Source: an optimization exercise on an open RTL-to-GDS flow (aim: small area). Production flows keep margins and buffers that such runs may drop. Power figures rest on the tool's default switching activity, not on a simulated workload.

## east
// top
module top(
	input wire sys_clk,
	input wire sys_rst_n,
	input wire tim_psel,
	input wire tim_pwrite,
	input wire tim_penable,
	input wire [11:0]tim_paddr,
	input wire [31:0]tim_pwdata,
	input wire dbg_mode,
	input wire [3:0] tim_pstrb,
	output reg [31:0]tim_prdata,
	output wire tim_pready,
	output wire tim_pslverr,
	output wire tim_int
);
reg        ready;
reg        timer_en;
reg        div_en;
reg  [3:1] div_val_h;
reg        pre_en;
reg  [63:0] cnt;
reg  [63:0] ncmp;       
reg        int_en;
reg        int_st;
reg        halt_req;
reg  [7:0] pcnt;
wire base = (tim_paddr[11:5] == 7'd0) & (tim_paddr[1:0] == 2'd0);
wire [2:0] a = tim_paddr[4:2];
wire s_tcr   = base & (a == 3'd0);
wire s_tdr0  = base & (a == 3'd1);
wire s_tdr1  = base & (a == 3'd2);
wire s_tcmp0 = base & (a == 3'd3);
wire s_tcmp1 = base & (a == 3'd4);
wire s_tier  = base & (a == 3'd5);
wire s_tisr  = base & (a == 3'd6);
wire s_thcsr = base & (a == 3'd7);
wire [3:0] dv = tim_pwdata[11:8];
wire err = (tim_pstrb[1] & ((dv > 4'd8) | (timer_en & (dv != div_val)))) |
           (tim_pstrb[0] & timer_en & (tim_pwdata[1] != div_en));
assign tim_pslverr = tim_pwrite & s_tcr & err;
assign tim_pready  = ready;
wire wr = ready & tim_pwrite;
wire halt_ack = halt_req & dbg_mode;
always @(posedge sys_clk or negedge sys_rst_n)
	if (!sys_rst_n) ready <= 1'b0;
	else ready <= tim_psel & tim_penable & ~ready;
reg  div_val0_n;
wire [3:0] div_val = {div_val_h, ~div_val0_n};
wire tcr_ok = wr & s_tcr & ~err;
always @(posedge sys_clk or negedge sys_rst_n)
	if (!sys_rst_n) begin
		timer_en   <= 1'b0;
		div_en     <= 1'b0;
		div_val_h  <= 3'd0;
		div_val0_n <= 1'b0;
	end else if (tcr_ok) begin
		if (tim_pstrb[0]) begin
			timer_en <= tim_pwdata[0];
			div_en   <= tim_pwdata[1];
		end
		if (tim_pstrb[1]) begin
			div_val_h  <= dv[3:1];
			div_val0_n <= ~dv[0];
		end
	end
wire [8:0] lo1, hi0;
assign lo1[0] = 1'b1;
assign hi0[8] = 1'b1;
  ...
==> module top, before the edit <==
module top(
	input wire sys_clk,
	input wire sys_rst_n,
	input wire tim_psel,
	input wire tim_pwrite,
	input wire tim_penable,
	input wire [11:0]tim_paddr,
	input wire [31:0]tim_pwdata,
	input wire dbg_mode,
	input wire [3:0] tim_pstrb,
	output reg [31:0]tim_prdata,
	output wire tim_pready,
	output wire tim_pslverr,
	output wire tim_int
);
reg        ready;
reg        timer_en;
reg        div_en;
reg  [3:1] div_val_h;
reg        pre_en;
reg  [63:0] cnt;
reg  [63:0] ncmp;       
reg        int_en;
reg        int_st;
reg        halt_req;
reg  [7:0] pcnt;
wire base = (tim_paddr[11:5] == 7'd0) & (tim_paddr[1:0] == 2'd0);
wire [2:0] a = tim_paddr[4:2];
wire s_tcr   = base & (a == 3'd0);
wire s_tdr0  = base & (a == 3'd1);
wire s_tdr1  = base & (a == 3'd2);
wire s_tcmp0 = base & (a == 3'd3);
wire s_tcmp1 = base & (a == 3'd4);
wire s_tier  = base & (a == 3'd5);
wire s_tisr  = base & (a == 3'd6);
wire s_thcsr = base & (a == 3'd7);
wire [3:0] dv = tim_pwdata[11:8];
wire err = (tim_pstrb[1] & ((dv > 4'd8) | (timer_en & (dv != div_val)))) |
           (tim_pstrb[0] & timer_en & (tim_pwdata[1] != div_en));
assign tim_pslverr = tim_pwrite & s_tcr & err;
assign tim_pready  = ready;
wire wr = ready & tim_pwrite;
wire halt_ack = halt_req & dbg_mode;
always @(posedge sys_clk or negedge sys_rst_n)
	if (!sys_rst_n) ready <= 1'b0;
	else ready <= tim_psel & tim_penable & ~ready;
reg  div_val0_n;
wire [3:0] div_val = {div_val_h, ~div_val0_n};
wire tcr_ok = wr & s_tcr & ~err;
always @(posedge sys_clk or negedge sys_rst_n)
	if (!sys_rst_n) begin
		timer_en   <= 1'b0;
		div_en     <= 1'b0;
		div_val_h  <= 3'd0;
		div_val0_n <= 1'b0;
	end else if (tcr_ok) begin
		if (tim_pstrb[0]) begin
			timer_en <= tim_pwdata[0];
			div_en   <= tim_pwdata[1];
		end
		if (tim_pstrb[1]) begin
			div_val_h  <= dv[3:1];
			div_val0_n <= ~dv[0];
		end
	end
wire [8:0] lo1, hi0;
assign lo1[0] = 1'b1;
assign hi0[8] = 1'b1;
genvar k;
generate for (k = 0; k < 8; k = k + 1) begin : gm
	assign lo1[k+1] = lo1[k] & pcnt[k];
	assign hi0[k] = hi0[k+1] & ~pcnt[k];
end endgenerate
wire [8:0] mk = lo1 & hi0;
wire match = div_val[3] ? mk[8] : mk[div_val[2:0]];
wire cnt_en = timer_en & ~halt_ack & (~div_en | match);
wire pzero = ~halt_ack & (match | ~div_en | ~timer_en);
always @(posedge sys_clk or negedge sys_rst_n)
	if (!sys_rst_n) pcnt <= 8'd0;
	else if (pzero) pcnt <= 8'd0;
	else pcnt <= pcnt + {7'd0, ~halt_ack};
wire clr = pre_en & ~timer_en;
wire w0 = wr & s_tdr0;
wire w1 = wr & s_tdr1;
always @(posedge sys_clk or negedge sys_rst_n)
	if (!sys_rst_n) pre_en <= 1'b0;
	else pre_en <= timer_en;
localparam CB = 8;
localparam NB = 64 / CB;
wire [NB-1:0] ball;
genvar g;
generate for (g = 0; g < NB; g = g + 1) begin : gb
	assign ball[g] = &cnt[CB*g+CB-1:CB*g];
end endgenerate
wire [NB-1:0] bcin;
generate for (g = 0; g < NB; g = g + 1) begin : gcin
	if (g == 0) assign bcin[g] = cnt_en & ~w0;
	else if (g == NB/2) assign bcin[g] = cnt_en & ~w1 & (&ball[NB/2-1:0]);
	else assign bcin[g] = bcin[g-1] & ball[g-1];
end endgenerate
wire [63:0] tg;
generate for (g = 0; g < NB; g = g + 1) begin : gt
	wire [CB:0] c;
	assign c[0] = bcin[g];
	genvar i;
	for (i = 0; i < CB; i = i + 1) begin : gi
		assign c[i+1] = c[i] & cnt[CB*g+i];
		assign tg[CB*g+i] = c[i];
	end
end endgenerate
wire [63:0] inc = (cnt ^ tg) & {64{~clr}};
wire [7:0] bsel = {{4{w1}} & tim_pstrb, {4{w0}} & tim_pstrb};
wire [63:0] nxt;
generate for (g = 0; g < 8; g = g + 1) begin : gn
	assign nxt[8*g+7:8*g] = bsel[g] ? tim_pwdata[8*(g%4)+7:8*(g%4)] : inc[8*g+7:8*g];
end endgenerate
always @(posedge sys_clk or negedge sys_rst_n)
	if (!sys_rst_n) cnt <= 64'd0;
	else cnt <= nxt;
wire [7:0] csel = {{4{wr & s_tcmp1}} & tim_pstrb, {4{wr & s_tcmp0}} & tim_pstrb};
generate for (g = 0; g < 8; g = g + 1) begin : gc
	always @(posedge sys_clk or negedge sys_rst_n)
		if (!sys_rst_n) ncmp[8*g+7:8*g] <= 8'd0;
		else if (csel[g]) ncmp[8*g+7:8*g] <= ~tim_pwdata[8*(g%4)+7:8*(g%4)];
end endgenerate
wire eq = &(cnt ^ ncmp);
wire clr_int = wr & s_tisr & tim_pstrb[0] & tim_pwdata[0];
always @(posedge sys_clk or negedge sys_rst_n)
	if (!sys_rst_n) begin
		int_en   <= 1'b0;
		int_st   <= 1'b0;
		halt_req <= 1'b0;
	end else begin
		if (wr & s_tier & tim_pstrb[0]) int_en <= tim_pwdata[0];
		if (clr_int) int_st <= 1'b0;
		else if (eq) int_st <= 1'b1;
		if (wr & s_thcsr & tim_pstrb[0]) halt_req <= tim_pwdata[0];
	end
assign tim_int = int_en & int_st;
wire r0 = base & (a == 3'd0);
wire r1 = base & (a == 3'd1);
wire r2 = base & (a == 3'd2);
wire r3 = base & (a == 3'd3);
wire r4 = base & (a == 3'd4);
wire r5 = base & (a == 3'd5);
wire r6 = base & (a == 3'd6);
wire r7 = base & (a == 3'd7);
always @* begin
	tim_prdata = ({32{r1}} & cnt[31:0]) | ({32{r2}} & cnt[63:32]) |
	             ({32{r3}} & ~ncmp[31:0]) | ({32{r4}} & ~ncmp[63:32]);
	tim_prdata[11:8] = tim_prdata[11:8] | ({4{r0}} & div_val);
	tim_prdata[1] = tim_prdata[1] | (r0 & div_en) | (r7 & halt_ack);
	tim_prdata[0] = tim_prdata[0] | (r0 & timer_en) | (r5 & int_en) | (r6 & int_st) | (r7 & halt_req);
end
endmodule
==> flow/config.mk <==
export PLATFORM = sky130hd
export DESIGN_NAME = top
export DESIGN_NICKNAME = top
export VERILOG_FILES = /design/flow/design.v
export SDC_FILE = /design/flow/constraint.sdc
export NUM_CORES = 4
export LEC_CHECK = 0
export CAP_MARGIN = 20
export CORE_MARGIN = 2
export CORE_UTILIZATION = 40
export SLEW_MARGIN = 20
==> flow/constraint.sdc <==
create_clock -name core_clock -period 5.0 [get_ports {sys_clk}]
set_input_delay 1.0000 -clock core_clock [delete_from_list [all_inputs] [get_ports {sys_clk}]]
set_output_delay 1.0000 -clock core_clock [all_outputs]
set_load 0.01 [all_outputs]
standard.sh (not shown) runs the stock make flow with config.mk's settings and CLKGATE_MAP_FILE= SYNTH_SCRIPT=/design/flow/synth_recipe.tcl, a recipe that flattens the netlist after the stock synthesis.
==> flow/flow/run.sh <==
#!/bin/bash
# Own layout flow: the standard flow (standard.sh), with three changes:
#  - synthesis maps logic with an area-oriented ABC script (flow/area.abc);
#    every other synthesis step is the standard synthesis, unchanged;
#  - input/output ports are buffered with sky130_fd_sc_hd__buf_1;
#  - CTS does not insert dummy loads and uses the buffer list below.
set -euo pipefail
W=$(pwd)
# standard synthesis script with only the abc script swapped
sed "s#log_cmd abc {\*}\$abc_args#log_cmd abc -script $W/flow/area.abc {*}[lrange \$abc_args 2 end]#" \
  "$FLOW_HOME/scripts/synth.tcl" > "$W/synth_core.tcl"
grep -q "flow/area.abc" "$W/synth_core.tcl"
sed "s#\$::env(SCRIPTS_DIR)/synth.tcl#$W/synth_core.tcl#" "$W/synth_recipe.tcl" > "$W/own_synth.tcl"
grep -q "synth_core.tcl" "$W/own_synth.tcl"
CTS="-sink_clustering_enable -repair_clock_nets -dont_use_dummy_load"
CTS="$CTS -buf_list sky130_fd_sc_hd__clkbuf_8 -root_buf sky130_fd_sc_hd__clkbuf_8 -sink_clustering_size 30 -sink_clustering_max_diameter 80"
bash standard.sh "SYNTH_SCRIPT=$W/own_synth.tcl" \
  "BUFFER_PORTS_ARGS=-buffer_cell sky130_fd_sc_hd__buf_1" \
  "CTS_ARGS=$CTS" finish > "$W/standard_sh.log" 2>&1
==> flow/flow/area.abc <==
&get -n
&st
&dch -f
&nf -R 1000
&put
strash
&get -n
&dch -f
&nf -R 1000
&put
In summary, east completed successfully, with a layout that passed the timing, design-rule and antenna checks.
diff inputs: east => west
-- flow/design.v --
<<< east, line 86
	if (!sys_rst_n) pre_en <= 1'b0;
	else pre_en <= timer_en;
localparam CB = 8;
localparam NB = 64 / CB;
wire [NB-1:0] ball;
>>> west, line 86
	if (!sys_rst_n) pre_en <= 1'b0;
	else pre_en <= timer_en;
localparam CB = 16;
localparam NB = 64 / CB;
wire [NB-1:0] ball;
<<< east, line 93
	assign ball[g] = &cnt[CB*g+CB-1:CB*g];
end endgenerate
wire [NB-1:0] bcin;
generate for (g = 0; g < NB; g = g + 1) begin : gcin
	if (g == 0) assign bcin[g] = cnt_en & ~w0;
	else if (g == NB/2) assign bcin[g] = cnt_en & ~w1 & (&ball[NB/2-1:0]);
	else assign bcin[g] = bcin[g-1] & ball[g-1];
end endgenerate
wire [63:0] tg;
>>> west, line 93
	assign ball[g] = &cnt[CB*g+CB-1:CB*g];
end endgenerate
wire [NB:0] bpre;
assign bpre[0] = 1'b1;
generate for (g = 0; g < NB; g = g + 1) begin : gp
	assign bpre[g+1] = bpre[g] & ball[g];
end endgenerate
wire en_lo = cnt_en & ~w0;
wire en_hi = cnt_en & ~w1;
wire [NB-1:0] bcin;
generate for (g = 0; g < NB; g = g + 1) begin : gcin
	if (g < NB/2) assign bcin[g] = en_lo & bpre[g];
	else assign bcin[g] = en_hi & bpre[g];
end endgenerate
wire [63:0] tg;
Results
- Count of mapped cells out of synthesis was higher in east than in west.
- Note that the power density relative to cell area recorded for west amounts to 0.926 times the value seen in east.
- Delta (west minus east): final routed wirelength across all metal layers has increased, floorplan die height now sits at about the same level, wire length of the first global-routing pass went up 2.9%, global router's overall resource usage +0.90 points.
- Relative area change from synthesis to final layout: west and east compared, higher one is west
No functional check of the RTL was part of any run of this note.

[static timing again, ports no longer ideal]
Ports are ideal in the flow. The routed layouts listed here were re-timed in OpenROAD. Step 1, drivers: a clkbuf_16 drives sys_clk and a buf_2 each remaining input, both assumed. Step 2, shift: input delay + t, output delay - t, t = (earliest + latest rising clock arrival at the registers) / 2. This alone moves slack from input paths to output paths. Slacks: ideal ports / drivers / drivers and shift; pairs: ideal ports / drivers.
run | shift t [ns] | setup slack, ns | worst data-port slew with drivers (ns)
east | 0.498 | 0.670 / 0.670 / 0.313 | 0.04
west | 0.493 | 0.141 / 0.141 / -0.020 | 0.04
With both steps, setup timing fails in west, where it was met with ideal ports. For east, which loses most, drivers alone change the setup slack by 0.000 ns; drivers and shift together by -0.357 ns.
